Source: an optimization exercise on an open RTL-to-GDS flow (aim: small area). Production flows keep margins and buffers that such runs may drop. Power and IR drop assume default switching activity.

==> flow/design.v <==
module integral_40mhz(
   input  [19:0] P,
   input         C2,
   input  [17:0] B,
   input  [11:0] X,
   input  [11:0] ADC,         
   input         DLY,
   input  [11:0] THRESHOLD,
   output [19:0] P_NEXT,
   output        C_NEXT,      
   output        C2_NEXT,     
   output reg [17:0] B_NEXT
   );
   wire        pneg = P[19];
   wire [19:0] ap  = (pneg | DLY) ? 20'd0 :
                     C2 ? {1'b0, THRESHOLD, 1'b0, 6'd0} : P;
   wire [19:0] dlt = {2'b00, X, 6'd0} - {2'b00, B};
   wire [19:0] app = ap + dlt;
   assign P_NEXT  = app[19] ? 20'd0 : (pneg ? app : app - 20'd32);
   wire        selp  = ~(pneg | DLY) & ~C2;
   wire        selt  = ~(pneg | DLY) & C2;
   assign C_NEXT  = selp ? (P[18:6] > {1'b0, THRESHOLD}) : (selt & (THRESHOLD != 12'd0));
   assign C2_NEXT = selp & (P[18:6] > {THRESHOLD, 1'b0});
   wire [11:0] bh  = B[17:6];
   wire        b5  = B[5];
   wire        bl0 = (B[5:0] == 6'd0);
   wire        bq0 = (B[4:0] == 5'd0);
   wire [12:0] d   = {1'b0, ADC} - {1'b0, bh};
   wire        dneg = d[12];
   wire        dz  = (d == 13'd0);
   wire        d1  = (d == 13'd1);
   wire        dm1 = (d == 13'h1fff);
   wire        dge1 = ~dneg & ~dz;
   wire        dge2 = dge1 & ~d1;
   wire        bhmax = (bh == 12'hfff);
   wire        bhmin = (bh == 12'h000);
   wire        xnz = (ADC != 12'd0);
   wire gt1 = bhmax ? xnz : dge2;
   wire gth = (bhmax & b5) ? xnz : (dge2 | (d1 & ~b5));
   wire gt0 = dge1;
   wire lt1 = bhmin ? ((ADC != 12'hfff) | ~bl0) : ((dneg & ~dm1) | (dm1 & ~bl0));
   wire lth = (bhmin & ~b5) ? 1'b1 : (dneg | (dz & b5 & ~bq0));
   wire lt0 = dneg | (dz & ~bl0);
   reg [3:0] inc;
   always @* begin
      if (gt1)      inc = 4'd4;
      else if (gth) inc = 4'd2;
      else if (gt0) inc = 4'd1;
      else if (lt1) inc = 4'hc;
      else if (lth) inc = 4'he;
      else if (lt0) inc = 4'hf;
      else          inc = 4'd0;
   end
   always @* B_NEXT = B + {{14{inc[3]}}, inc};
endmodule
module mops_40mhz(
		  input [1:0] ENABLE40,
		  input CLK120,
		  input RST,
         	  input [12-1:0] ADC0,
		  input [12-1:0] ADC1,
		  input [12-1:0] ADC2,
                  input [12-1:0] MIN0,
                  input [12-1:0] MIN1,
                  input [12-1:0] MIN2,
                  input [12-1:0] MAX0,
                  input [12-1:0] MAX1,
                  input [12-1:0] MAX2,
		  input [2:0] TRIG_ENABLE,
	          input [6:0] OCCUPANCY,
                  input [11:0] INT,
                  input [3:0] OFS,
		  input [1:0] MULTIPLICITY,
   		  output reg TRIG
		  );
   wire ph0 = ENABLE40[0];
   wire ph1 = ENABLE40[1];
   wire ph2 = ~(ENABLE40[0] | ENABLE40[1]);
   localparam SW = 89;
   reg [SW-1:0] r0, r1, r2;
   wire [SW-1:0] s = r2;        
   reg          RST_D1, RST_D2;
   reg [11:0]   ADC_S0, ADC_S1;
   reg [3*120-1:0] WCHAIN;      
   reg [3*121-1:0]         ICHAIN;      
   reg [6:0]    WCNT;                   
   reg [6:0]    ICNT;                   
   reg          G, TN, TP;
   wire        wfull = (WCNT == 7'd85);
   wire        ifull = (ICNT == 7'd42);
   wire [11:0] xin  = ph0 ? ADC0 : ADC_S0;
   wire [11:0] mink = ph0 ? MIN0 : ph1 ? MIN1 : MIN2;
   wire [11:0] maxk = ph0 ? MAX0 : ph1 ? MAX1 : MAX2;
   wire        tek  = ph0 ? TRIG_ENABLE[0] : ph1 ? TRIG_ENABLE[1] : TRIG_ENABLE[2];
   wire        clr  = ph0 ? G : TN;
   wire        wb   = WCHAIN[3*120-1] & wfull;
   wire        dly  = ICHAIN[3*121-1] & ifull;
   wire        cprev = ICHAIN[2];
   wire        zap  = RST | (RST_D1 & ~ph0) | (RST_D2 & ph2);
   wire [11:0] sx  = s[11:0];
   wire [11:0] spv = s[23:12];
   wire [11:0] sw  = s[35:24];
   wire        sng = s[36];
   wire [3:0]  sv  = s[40:37];
   wire [12:0] ts  = {1'b0, sx} - {1'b0, spv};
   wire        negn = ts[12];
   wire        veto = (sv != 4'd0);
   wire [11:0] sp  = sng ? 12'd0 : sw;
   wire        inr = (sw <= maxk) && (sw > mink) && tek;
   reg [3:0] lg;
   integer   i;
   always @* begin
      lg = 4'd0;
      for (i = 1; i < 12; i = i + 1)
        if (sp[i]) lg = i;
   end
   wire [4:0] thofs = {1'b0, OFS} + 5'd3;
   wire [4:0] vdiff = {1'b0, lg} - thofs;
   wire [3:0] vcalc = ({1'b0, lg} > thofs) ? vdiff[3:0] : 4'd0;
   wire        pt_n = veto ? 1'b0 : (sng & inr);
   wire        ng_n = veto ? 1'b0 : negn;
   wire [11:0] w_n  = veto ? 12'd0 : (negn ? sp : sp + ts[11:0]);
   wire [3:0]  v_n  = veto ? sv - 4'd1 : (negn ? vcalc : 4'd0);
   wire [5:0]  soc = s[47:42];
   wire        spt = s[41];
   wire        ocdn = ~spt & wb;
   wire [5:0]  oc_n = clr ? 6'd0 : soc + {{5{ocdn}}, spt ^ wb};
   wire        sb_n = ({1'b0, soc} > OCCUPANCY) & cprev;
   wire [19:0] p_n;
   wire        c_n, c2_n;
   wire [17:0] b_n;
   integral_40mhz integ(.P(s[68:49]), .C2(s[70]), .B(s[88:71]), .X(sx),
                        .ADC(xin), .DLY(dly), .THRESHOLD(INT),
                        .P_NEXT(p_n), .C_NEXT(c_n), .C2_NEXT(c2_n),
                        .B_NEXT(b_n));
   wire [SW-1:0] s_n = {b_n, c2_n, c_n, p_n, sb_n, oc_n, pt_n, v_n, ng_n,
                        w_n, sx, xin};
   wire [1:0] sum = r0[48] + r1[48] + r2[48];
   always @(posedge CLK120) begin
      r0 <= zap ? {SW{1'b0}} : s_n;
      r1 <= r0;
      r2 <= r1;
      WCHAIN <= {WCHAIN[3*120-2:0], spt};
      ICHAIN <= {ICHAIN[3*121-2:0], s[69]};
      RST_D1 <= RST;
      RST_D2 <= RST_D1;
      ADC_S0 <= ph0 ? ADC1 : ADC_S1;
      ADC_S1 <= ADC2;
      if (RST | (ph2 & (RST_D1 | RST_D2 | TN)))
        WCNT <= 7'd0;
      else if (ph2 && !wfull)
        WCNT <= {WCNT[5:0], ~(WCNT[6] ^ WCNT[5])};
      if (RST | (ph2 & (RST_D1 | RST_D2)))
        ICNT <= 7'd0;
      else if (ph2 && !ifull)
        ICNT <= {ICNT[5:0], ~(ICNT[6] ^ ICNT[5])};
      if (RST) begin
         G <= 1'b0;
         TN <= 1'b0;
         TP <= 1'b0;
         TRIG <= 1'b0;
      end else if (ph0) begin
         G <= (sum >= MULTIPLICITY) && (MULTIPLICITY != 2'd0);
         TN <= G;
         TP <= TN;
         TRIG <= TN & ~TP;
      end
   end
endmodule
clock: 8.3 ns
lec_check: 0
cap_margin: 20
core_margin: 2
core_utilization: 65
slew_margin: 20
standard.sh (not shown) runs the stock make flow with config.mk's settings and CLKGATE_MAP_FILE= SYNTH_SCRIPT=/design/flow/synth_recipe.tcl, a recipe that flattens the netlist after the stock synthesis.
==> flow/flow/run.sh <==
#!/bin/bash
# Standard layout, with the clock tree built from small buffers and no
# dummy loads, and the ports buffered with the smallest buffer.
set -euo pipefail
export CTS_ARGS="-sink_clustering_enable -repair_clock_nets -dont_use_dummy_load -buf_list sky130_fd_sc_hd__clkbuf_4 -sink_clustering_size 10 -sink_clustering_max_diameter 30"
export BUFFER_PORTS_ARGS="-buffer_cell sky130_fd_sc_hd__buf_1"
bash standard.sh > standard_flow.log 2>&1
The starting point completed without violations.
Change:
==> flow/flow/run.sh (replaced) <==
#!/bin/bash
# Standard layout, with the clock tree built from small buffers and no
# dummy loads, and the ports buffered with the smallest buffer.
set -euo pipefail
export CTS_ARGS="-sink_clustering_enable -repair_clock_nets -dont_use_dummy_load -buf_list sky130_fd_sc_hd__clkbuf_8 -sink_clustering_size 18 -sink_clustering_max_diameter 40"
export BUFFER_PORTS_ARGS="-buffer_cell sky130_fd_sc_hd__buf_1"
bash standard.sh > standard_flow.log 2>&1
=> The changed run ran to the end with no violations; non-clock buffer count does not change; area after synthesis is unchanged; sequential power barely changes; total power came out higher by about 1.8%; design area goes up by about 0.6%; synthesized cell count stays the same.
Function was not checked in any run of this note: the RTL went through the layout flow alone.

## what the ideal ports hide
In the flow no input, the clock included, has a driving cell. The finished layouts below were timed again as built, in two steps.
Step 1 sets driving cells, clkbuf_16 on the clock port and buf_2 on the other inputs (assumed; they add their load-dependent delay and slew).
Step 2 times the ports against the registers' clock, not the clock port: input delays grow and output delays shrink by t, the midpoint of the rising clock arrivals with the driver on.
Three values: no drivers, after step 1, after step 2; two values: the first two.
| run | t, ns | slack for setup (ns) | clock arrival spread, ns | worst data-port slew with drivers (ns) |
|---|---|---|---|---|
| the first run | 0.951 | 0.945 / 0.971 / 0.021 | 0.115 / 0.115 | 0.06 |
| the second run | 0.689 | 0.753 / 0.780 / 0.091 | 0.099 / 0.099 | 0.06 |
After both steps setup and hold are still met in every run listed. For the first run, which loses most, drivers alone change the setup slack by +0.026 ns; drivers and shift together by -0.924 ns.
